This is an optimization exercise on Yosys and OpenROAD, whose aim is small area, not a production implementation.
In this exercise RTL edits were held to simulation tests only and were not proved equivalent to the original.
The clock port is modelled as an ideal driver, which makes a skipped or thinned clock tree look cheaper than it is; a real chip needs a root buffer or a tree.
Power is estimated from default activity; no workload was simulated.

run Z:
==> module stopwatch, before the edit <==
module stopwatch(
    input           clk,
    input   [1:0]   sw,      
    input           btnS,    
    input           btnR,    
    output  [7:0]   seg,     
    output  [3:0]   an       
    );
    wire rst = btnR;
    wire adj = sw[0];
    wire sel = sw[1];
    reg x;
    reg y;
    reg z;
    wire ps  = x & ~z;
    wire pm  = y & ~z;
    wire bs  = x & z;
    wire bmp = y & z;
    reg [7:0] c1;
    reg [6:0] c2;
    reg c3h;
    wire c3l = z & ~(x & y);
    wire t400 = c1 == 8'h28;
    wire t4   = t400 & (&c2);
    wire fb = c1[7] ^ c1[4] ^ c1[2] ^ c1[0];
    wire [6:0] c2_inc = c2 + {6'd0, t400};
    always @(posedge clk) begin
        if (rst) begin
            c1 <= 8'h08;
            c2 <= 7'd28;
            c3h <= 1'b0;
        end
        else begin
            c1 <= {c1[6], c1[5] & ~t400, c1[4:0], fb};
            c2 <= c2_inc | {2'b0, t4, t4, t4, 2'b0};
            if (t4 & c3l)
                c3h <= ~c3h;
        end
    end
    reg [2:0] hist_i;    
    wire [2:0] hist = ~hist_i;
    reg pause_i;    
    wire pause = ~pause_i;
    always @(posedge clk) begin
        if (t400)
            hist_i[2] <= ~(hist[1]);
        if (rst) begin
            hist_i[1:0] <= ~(2'b00);
            pause_i <= ~(1'b0);
        end
        else if (t400) begin
            hist_i[1:0] <= ~({hist[0], btnS});
            if (hist == 3'b110)
                pause_i <= ~(~pause);
        end
    end
    reg [3:0] so;
    reg [3:0] mo;
    reg [2:0] st;
    reg [2:0] mt;
    reg bm;
    reg mtp;    
    wire so9 = so[3] & so[0];
    wire mo9 = mo[3] & mo[0];
    function [3:0] bcd_inc(input [3:0] d);
        bcd_inc = {(d[3] & ~d[0]) | (d[2] & d[1] & d[0]),
                   d[2] ^ (d[1] & d[0]),
                   d[1] ^ (d[0] & ~d[3]),
                   ~d[0]};
    endfunction
    wire [3:0] so_n = ps ? bcd_inc(so) : so;
    wire [2:0] st_n = (ps & so9) ? {st[1:0], ~st[2]} : st;
    wire [3:0] mo_n = pm ? (mo9 ? 4'd0 : mo + 4'd1) : mo;
    wire hz1 = c3h & c3l;
    wire hz2 = c3l;
    wire sec_en = adj ? (sel & hz2) : (~pause & hz1);
    wire min_en = adj ? (~sel & hz2) : (sec_en & so_n[3] & so_n[0] & st_n[2] & ~st_n[1]);
    wire noshow = ~c3l;
    always @(posedge clk) begin
        if (rst) begin
            so <= 4'd0;
            st <= 3'd0;
            mo <= 4'd0;
            x <= 1'b1;
            y <= 1'b1;
            z <= 1'b1;
        end
        else if (t4) begin
            so <= so_n;
            st <= st_n;
            mo <= mo_n;
            x <= sec_en | (adj & sel & noshow);
            y <= min_en | (adj & ~sel & noshow);
            z <= noshow;
        end
    end
    always @(posedge clk) begin
        if (rst) begin
            mt <= 3'd0;
            mtp <= 1'b0;
            bm <= 1'b1;
        end
        else if (t400) begin
            if (mtp)
                mt <= {mt[1:0], ~mt[2]};
            mtp <= t4 & pm & mo9;
            bm <= bmp;
        end
    end
    wire started = ~(~c2[6] & ~c2[5] & ~c2[1] & ~c2[0] & x & y & z);
    wire [1:0] pos = c2[1:0] - 2'd1;
    wire [2:0] stb = {st[2] & ~st[0], st[1] & st[0], st[0] & ~st[1] | st[2] & st[0] | st[2] & ~st[1]};
    wire [2:0] mtb = {mt[2] & ~mt[0], mt[1] & mt[0], mt[0] & ~mt[1] | mt[2] & mt[0] | mt[2] & ~mt[1]};
    wire [3:0] code = (pos == 2'd0) ? (bs ? 4'hf : so) :
                      (pos == 2'd1) ? (bs ? 4'hf : {1'b0, stb}) :
                      (pos == 2'd2) ? (bm ? 4'hf : mo) :
                                      (bm ? 4'hf : {1'b0, mtb});
    assign an[0] = ~(started & pos == 2'd0);
    assign an[1] = ~(started & pos == 2'd1);
    assign an[2] = ~(started & pos == 2'd2);
    assign an[3] = ~(started & pos == 2'd3);
    wire [6:0] seg_l =          
        (code == 4'h0) ? ~7'b0111111 :
        (code == 4'h1) ? ~7'b0000110 :
        (code == 4'h2) ? ~7'b1011011 :
        (code == 4'h3) ? ~7'b1001111 :
        (code == 4'h4) ? ~7'b1100110 :
        (code == 4'h5) ? ~7'b1101101 :
        (code == 4'h6) ? ~7'b1111101 :
        (code == 4'h7) ? ~7'b0000111 :
        (code == 4'h8) ? ~7'b1111111 :
        (code == 4'h9) ? ~7'b1101111 :
                         ~7'b0000000;
    assign seg = {1'b1, seg_l};
endmodule
Settings: LEC_CHECK=0, CAP_MARGIN=20, CORE_MARGIN=2, CORE_UTILIZATION=40, SLEW_MARGIN=20; clock period 10.0 ns.
standard.sh (not shown) runs the stock make flow with config.mk's settings and CLKGATE_MAP_FILE= SYNTH_SCRIPT=/design/flow/synth_recipe.tcl, a recipe that flattens the netlist after the stock synthesis.
==> flow/flow/run.sh <==
#!/bin/bash
# Layout flow: the standard ORFS flow (standard.sh) with these changes.
#  1. Synthesis is the standard one, but ABC maps the logic with the
#     area-oriented script flow/abc_area.script (registers are mapped before
#     ABC runs, so they are the standard synthesis's, with the same names).
#  2. Port buffers are buf_1 (buffer_ports -buffer_cell).
#  3. Clock distribution: instead of clock_tree_synthesis, the clock port
#     drives three buf_6 leaf buffers, one per strip of the die
#     (flow/leafcts.tcl); the rest of the CTS step (timing repair, detailed
#     placement) is unchanged.
# The ORFS scripts are copied to scripts_area/ and only those two points are
# changed there. Each step's output goes to a log file in this folder.
set -euo pipefail
W=$(pwd)
rm -rf "$W/scripts_area"
cp -r "$FLOW_HOME/scripts" "$W/scripts_area"
cp "$W/flow/abc_area.script" "$W/scripts_area/abc_area.script"
sed -i "s|^log_cmd clock_tree_synthesis {\*}\$cts_args\$|source $W/flow/leafcts.tcl; my_cts|" "$W/scripts_area/cts.tcl"
grep -q "my_cts" "$W/scripts_area/cts.tcl"
export SCRIPTS_DIR="$W/scripts_area"
ABC_AREA=1 bash standard.sh synth > "$W/synth.log" 2>&1
export BUFFER_PORTS_ARGS="-buffer_cell sky130_fd_sc_hd__buf_1"
bash standard.sh > "$W/layout.log" 2>&1
Other scripts of this flow, unchanged in this note and not shown: flow/flow/abc_area.script, flow/flow/leafcts.tcl
Setup changes, run Z to run H
-- flow/design.v --
<<< run Z, line 22
    reg c3h;
    wire c3l = z & ~(x & y);
    wire t400 = c1 == 8'h28;
    wire t4   = t400 & (&c2);
    wire fb = c1[7] ^ c1[4] ^ c1[2] ^ c1[0];
    wire [6:0] c2_inc = c2 + {6'd0, t400};
    always @(posedge clk) begin
        if (rst) begin
            c1 <= 8'h08;
            c2 <= 7'd28;
            c3h <= 1'b0;
        end
        else begin
            c1 <= {c1[6], c1[5] & ~t400, c1[4:0], fb};
            c2 <= c2_inc | {2'b0, t4, t4, t4, 2'b0};
            if (t4 & c3l)
                c3h <= ~c3h;
>>> run H, line 22
    reg c3h;
    wire c3l = z & ~(x & y);
    wire [14:0] inc = {c2, c1} + 15'd1;
    wire t400 = &c1;
    wire t4   = t400 & (&c2);
    always @(posedge clk) begin
        if (rst) begin
            c1 <= 8'd5;
            c2 <= 7'd28;
            c3h <= 1'b0;
        end
        else begin
            c1 <= inc[7:0] | {5'b0, t400, t400, 1'b0};
            c2 <= inc[14:8] | {2'b0, t4, t4, t4, 2'b0};
            if (t4 & c3l)
                c3h <= ~c3h;
Results
Run Z reports its cell kind with the greatest summed area as registers while run H reports multi-input combinational cells. STATUS wire length of the first global-routing pass: run H wins against run Z. Looking at worst hold slack, run H sits 0.012 ns lower than run Z does. Delta(area of all placed cells without fillers, run H - run Z) > 0. Taking run Z as the reference, in run H site row count shows no meaningful change, combinational power down about 1%, routed wire length has remained practically unchanged, clock network power share now sits lower.
In every run of this note, the design's own scripts or RTL, not TritonCTS, make the clock network.

[re-timing with driven ports]
Ports are ideal in the flow. The routed layouts listed here were re-timed in OpenROAD.
Step 1 sets driving cells, clkbuf_16 on the clock port and buf_2 on the other inputs (assumed; they add their load-dependent delay and slew).
Step 2 times the ports against the registers' clock, not the clock port: input delays grow and output delays shrink by t, the midpoint of the rising clock arrivals with the driver on.
Three values: ideal, step 1, step 2; two values: the first two.
run | t (ns) | setup WS [ns] | latest minus earliest clock arrival (ns)
run Z | 0.163 | 5.454 / 5.411 / 5.574 | 0.006 / 0.006
run H | 0.163 | 5.354 / 5.310 / 5.473 | 0.004 / 0.003
After both steps setup and hold are still met in every run listed.
